Source: an optimization exercise on an open RTL-to-GDS flow (aim: small area, a short achievable clock period and few clock cycles per item). Production flows keep margins and buffers that such runs may drop.
Function was checked by simulation only, so behaviour that the tests miss may differ from the original.

==> module PointAdder, before the edit <==
module PointAdder(point1, point2, den_inv, dbl, add, sum, x3_q, x3_e);
	input [13:0] point1;
	input [13:0] point2;
	input [6:0] den_inv;
	input dbl, add;
	output [13:0] sum;
	output [6:0] x3_q, x3_e;
	wire [6:0] x1 = point1[6:0];
	wire [6:0] y1 = point1[13:7];
	wire [6:0] x2 = point2[6:0];
	wire [6:0] y2 = point2[13:7];
	wire [6:0] num = y1 ^ (y2 & {7{add}});
	wire [6:0] c = x1 & {7{dbl}};
	wire [6:0] q, c_sq, out;
	Mastrovito7 mult2(num, den_inv, q);
	wire [6:0] slope = q ^ c;
	Squarer square(slope, c_sq);
	wire [6:0] point3x = c_sq ^ slope ^ 7'b1 ^ ((x1 ^ x2) & {7{add}});
	assign x3_q = point3x;
	assign x3_e = 7'b0;
	Mastrovito7 mult(slope, x1 ^ point3x, out);
	wire [6:0] point3y = out ^ point3x ^ y1;
	assign sum = (den_inv == 7'd0) ? 14'b0 : {point3y, point3x};
endmodule
==> module PointMultiplier, before the edit <==
module PointMultiplier(point, scalar, clk, start, result, done);
	input [13:0] point;
	input [6:0] scalar;
	input clk, start;
	output [13:0] result;
	output reg done;
	reg [13:0] cur;
	reg [13:0] acc;
	reg [6:0] ks;
	reg ph;
	reg accz;
	reg dbl;
	reg add;
	reg [6:0] invd;
	wire add_now = ks[0] & ~ph;           
	wire real_add = add_now & ~accz;      
	wire triv = add_now & accz;           
	wire last = (ks[6:1] == 6'b0);
	wire acc_zero = (acc == 14'b0);
	wire [13:0] unit_out;
	wire [6:0] x3_q, x3_e;
	PointAdder unit(cur, acc, invd, dbl, add, unit_out, x3_q, x3_e);
	assign result = acc;
	wire accz_n = ~triv & acc_zero;
	wire ks1_n = real_add ? ks[0] : ks[1];
	wire dbl_n = ~(ks1_n & ~real_add & ~accz_n);
	wire [6:0] den_add = accz ? cur[6:0] : acc[6:0];
	wire [6:0] den_n = real_add ? cur[6:0] : (x3_q ^ (x3_e ^ (den_add & {7{~dbl_n}})));
	wire [6:0] invd_n;
	Inverse inv_next(start ? point[6:0] : den_n, invd_n);
	always @(posedge clk) begin
		invd <= invd_n;
		if (start) begin
			cur <= point;
			ks <= scalar;
			ph <= 1'b0;
			accz <= 1'b1;
			dbl <= 1'b1;
			add <= 1'b0;
		end else begin
			ph <= real_add;
			accz <= accz_n;
			dbl <= dbl_n;
			add <= ~dbl_n;
			if (!real_add) begin
				cur <= unit_out;
				ks <= ks >> 1;
			end
		end
	end
	always @(posedge clk) begin
		if (start) begin
			acc <= 14'b0;
			done <= 1'b0;
		end else if (!done) begin
			if (ks == 7'b0) begin
				done <= 1'b1;
			end else begin
				if (triv) acc <= cur;
				if (real_add) acc <= unit_out;
				if ((add_now & last) | (~real_add & (cur[6:0] == 7'b0)))
					done <= 1'b1;
			end
		end
	end
endmodule
Settings: LEC_CHECK=0, CAP_MARGIN=20, CORE_MARGIN=2, CORE_UTILIZATION=55, SETUP_SLACK_MARGIN=3, SLEW_MARGIN=20; clock period 8.0 ns.
standard.sh (not shown) runs the stock make flow with config.mk's settings and CLKGATE_MAP_FILE= SYNTH_SCRIPT=/design/flow/synth_recipe.tcl, a recipe that flattens the netlist after the stock synthesis.
==> flow/flow/run.sh <==
#!/bin/bash
# Layout flow: the standard flow, except that the synthesis's final
# technology mapping (ABC) runs flow/abc.script (Yosys's default ABC script
# for a liberty library, with a relaxed delay target for area recovery)
# instead of ORFS's abc_speed/abc_area script, and the half/full-adder
# extraction is off (this design is XOR logic, not arithmetic).
# Everything before ABC (and so every register, its name and cell) is
# the standard synthesis (synth_recipe.tcl); everything after synthesis
# is standard.sh, with the port buffers that global placement inserts made
# of buf_1 cells (ORFS's BUFFER_PORTS_ARGS) instead of the resizer's pick,
# clkdlybuf4s50_1; repair_design and repair_timing still resize them.
# Logs: synth.log, layout.log.
set -euo pipefail
W=$(pwd)
export MY_ABC_D=$(cat "$W/flow/abc_d.txt" 2>/dev/null || echo 4000)
export MY_ABC_SCRIPT="$W/flow/abc.script"
make -C "$FLOW_HOME" DESIGN_CONFIG="$W/config.mk" WORK_HOME="$W/orfs" CLKGATE_MAP_FILE= \
  SYNTH_SCRIPT="$W/flow/my_synth.tcl" ADDER_MAP_FILE= synth > "$W/synth.log" 2>&1
export BUFFER_PORTS_ARGS="-buffer_cell sky130_fd_sc_hd__buf_1"
bash "$W/standard.sh" > "$W/layout.log" 2>&1
==> flow/flow/abc.script <==
strash; &get -n; &fraig -x; &put; dc2; strash; &get -n; &dch -f; &nf -R 20 {D}; &put
==> flow/flow/abc_d.txt <==
4000
==> flow/flow/my_synth.tcl <==
proc synth {args} { yosys synth -nofsm -noshare {*}$args }
# Same synthesis as synth_recipe.tcl, but the final technology mapping uses
# Yosys's default ABC script with the delay target from MY_ABC_D (ps).
proc abc {args} {
  set keep {}
  set i 0
  while {$i < [llength $args]} {
    set a [lindex $args $i]
    if {$a eq "-script" || $a eq "-D"} {
      incr i 2
      continue
    }
    lappend keep $a
    incr i
  }
  if {[info exists ::env(MY_ABC_SCRIPT)] && $::env(MY_ABC_SCRIPT) ne ""} {
    lappend keep -script $::env(MY_ABC_SCRIPT)
  }
  yosys abc {*}$keep -D [expr {[info exists ::env(MY_ABC_D)] ? $::env(MY_ABC_D) : 4000}]
}
source $::env(SCRIPTS_DIR)/synth.tcl
# left out here: clear keep_hierarchy, flatten, clean up, hide names made inside functions, write 1_2_yosys.v
Testbench counts at the start, summed over its fixed seeds: cycles 3,246, items 384.
Change:
--- a/flow/design.v
+++ b/flow/design.v
@@ -169,5 +169,5 @@
 	end
 endmodule
-module PointAdder(point1, point2, den_inv, dbl, add, sum, x3_q, x3_e);
+module PointAdder(point1, point2, den_inv, dbl, add, sum, sum_raw);
 	input [13:0] point1;
 	input [13:0] point2;
@@ -175,5 +175,5 @@
 	input dbl, add;
 	output [13:0] sum;
-	output [6:0] x3_q, x3_e;
+	output [13:0] sum_raw;
 	wire [6:0] x1 = point1[6:0];
 	wire [6:0] y1 = point1[13:7];
@@ -187,9 +187,8 @@
 	Squarer square(slope, c_sq);
 	wire [6:0] point3x = c_sq ^ slope ^ 7'b1 ^ ((x1 ^ x2) & {7{add}});
-	assign x3_q = point3x;
-	assign x3_e = 7'b0;
 	Mastrovito7 mult(slope, x1 ^ point3x, out);
 	wire [6:0] point3y = out ^ point3x ^ y1;
-	assign sum = (den_inv == 7'd0) ? 14'b0 : {point3y, point3x};
+	assign sum_raw = {point3y, point3x};
+	assign sum = (den_inv == 7'd0) ? 14'b0 : sum_raw;
 endmodule
 module PointMultiplier(point, scalar, clk, start, result, done);
@@ -203,22 +202,21 @@
 	reg [6:0] ks;
 	reg ph;
-	reg accz;
 	reg dbl;
 	reg add;
 	reg [6:0] invd;
+	wire acc_zero = (acc == 14'b0);
 	wire add_now = ks[0] & ~ph;           
-	wire real_add = add_now & ~accz;      
-	wire triv = add_now & accz;           
+	wire real_add = add_now & ~acc_zero;  
+	wire triv = add_now & acc_zero;       
 	wire last = (ks[6:1] == 6'b0);
-	wire acc_zero = (acc == 14'b0);
-	wire [13:0] unit_out;
-	wire [6:0] x3_q, x3_e;
-	PointAdder unit(cur, acc, invd, dbl, add, unit_out, x3_q, x3_e);
+	wire dbl_last = ~ks[0] & ~ph & acc_zero & ks[1] & (ks[6:2] == 5'b0);
+	wire [13:0] unit_out, unit_raw;
+	PointAdder unit(cur, acc, invd, dbl, add, unit_out, unit_raw);
 	assign result = acc;
 	wire accz_n = ~triv & acc_zero;
 	wire ks1_n = real_add ? ks[0] : ks[1];
 	wire dbl_n = ~(ks1_n & ~real_add & ~accz_n);
-	wire [6:0] den_add = accz ? cur[6:0] : acc[6:0];
-	wire [6:0] den_n = real_add ? cur[6:0] : (x3_q ^ (x3_e ^ (den_add & {7{~dbl_n}})));
+	wire [6:0] den_add = acc_zero ? cur[6:0] : acc[6:0];
+	wire [6:0] den_n = real_add ? cur[6:0] : (unit_raw[6:0] ^ (den_add & {7{~dbl_n}}));
 	wire [6:0] invd_n;
 	Inverse inv_next(start ? point[6:0] : den_n, invd_n);
@@ -229,14 +227,12 @@
 			ks <= scalar;
 			ph <= 1'b0;
-			accz <= 1'b1;
 			dbl <= 1'b1;
 			add <= 1'b0;
 		end else begin
 			ph <= real_add;
-			accz <= accz_n;
 			dbl <= dbl_n;
 			add <= ~dbl_n;
 			if (!real_add) begin
-				cur <= unit_out;
+				cur <= unit_raw;
 				ks <= ks >> 1;
 			end
@@ -252,6 +248,6 @@
 			end else begin
 				if (triv) acc <= cur;
-				if (real_add) acc <= unit_out;
-				if ((add_now & last) | (~real_add & (cur[6:0] == 7'b0)))
+				if (real_add | dbl_last) acc <= unit_out;
+				if ((add_now & last) | dbl_last | (~real_add & (cur[6:0] == 7'b0)))
 					done <= 1'b1;
 			end
After rerunning:
- die area goes down slightly
- clock skew decreases by 0.013 ns
- core utilization shrinks by 0.38 points
- routed wire length rises slightly
- via count barely changes
- cell count decreases slightly
- fmax falls by a few percent
- critical path depth fell by 1
- synthesized area fell slightly
- synthesized cell count goes down slightly
Testbench counts after the change, summed over its fixed seeds: cycles 3,221, items 384.

-- port drivers added, routing unchanged --
How much do the figures lean on ideal ports? The routed layouts below were timed once more, with nothing changed but the port constraints.
Step 1 sets driving cells, clkbuf_16 on the clock port and buf_2 on the other inputs (assumed; they add their load-dependent delay and slew).
Step 2 moves the port delays by t, midway between the first and last clock arrival at a register: inputs arrive t later, outputs are due t later. That takes back most of the time a late clock gives input paths.
a / b / c = ideal / step 1 / step 2; a / b = the first two.
run | t, ns | setup slack, ns | worst setup path after step 2
the first run | 0.355 | 3.333 / 3.333 / 3.333 | register to register
the second run | 0.337 | 3.163 / 3.163 / 3.163 | register to register
After both steps every run listed still meets setup and hold.
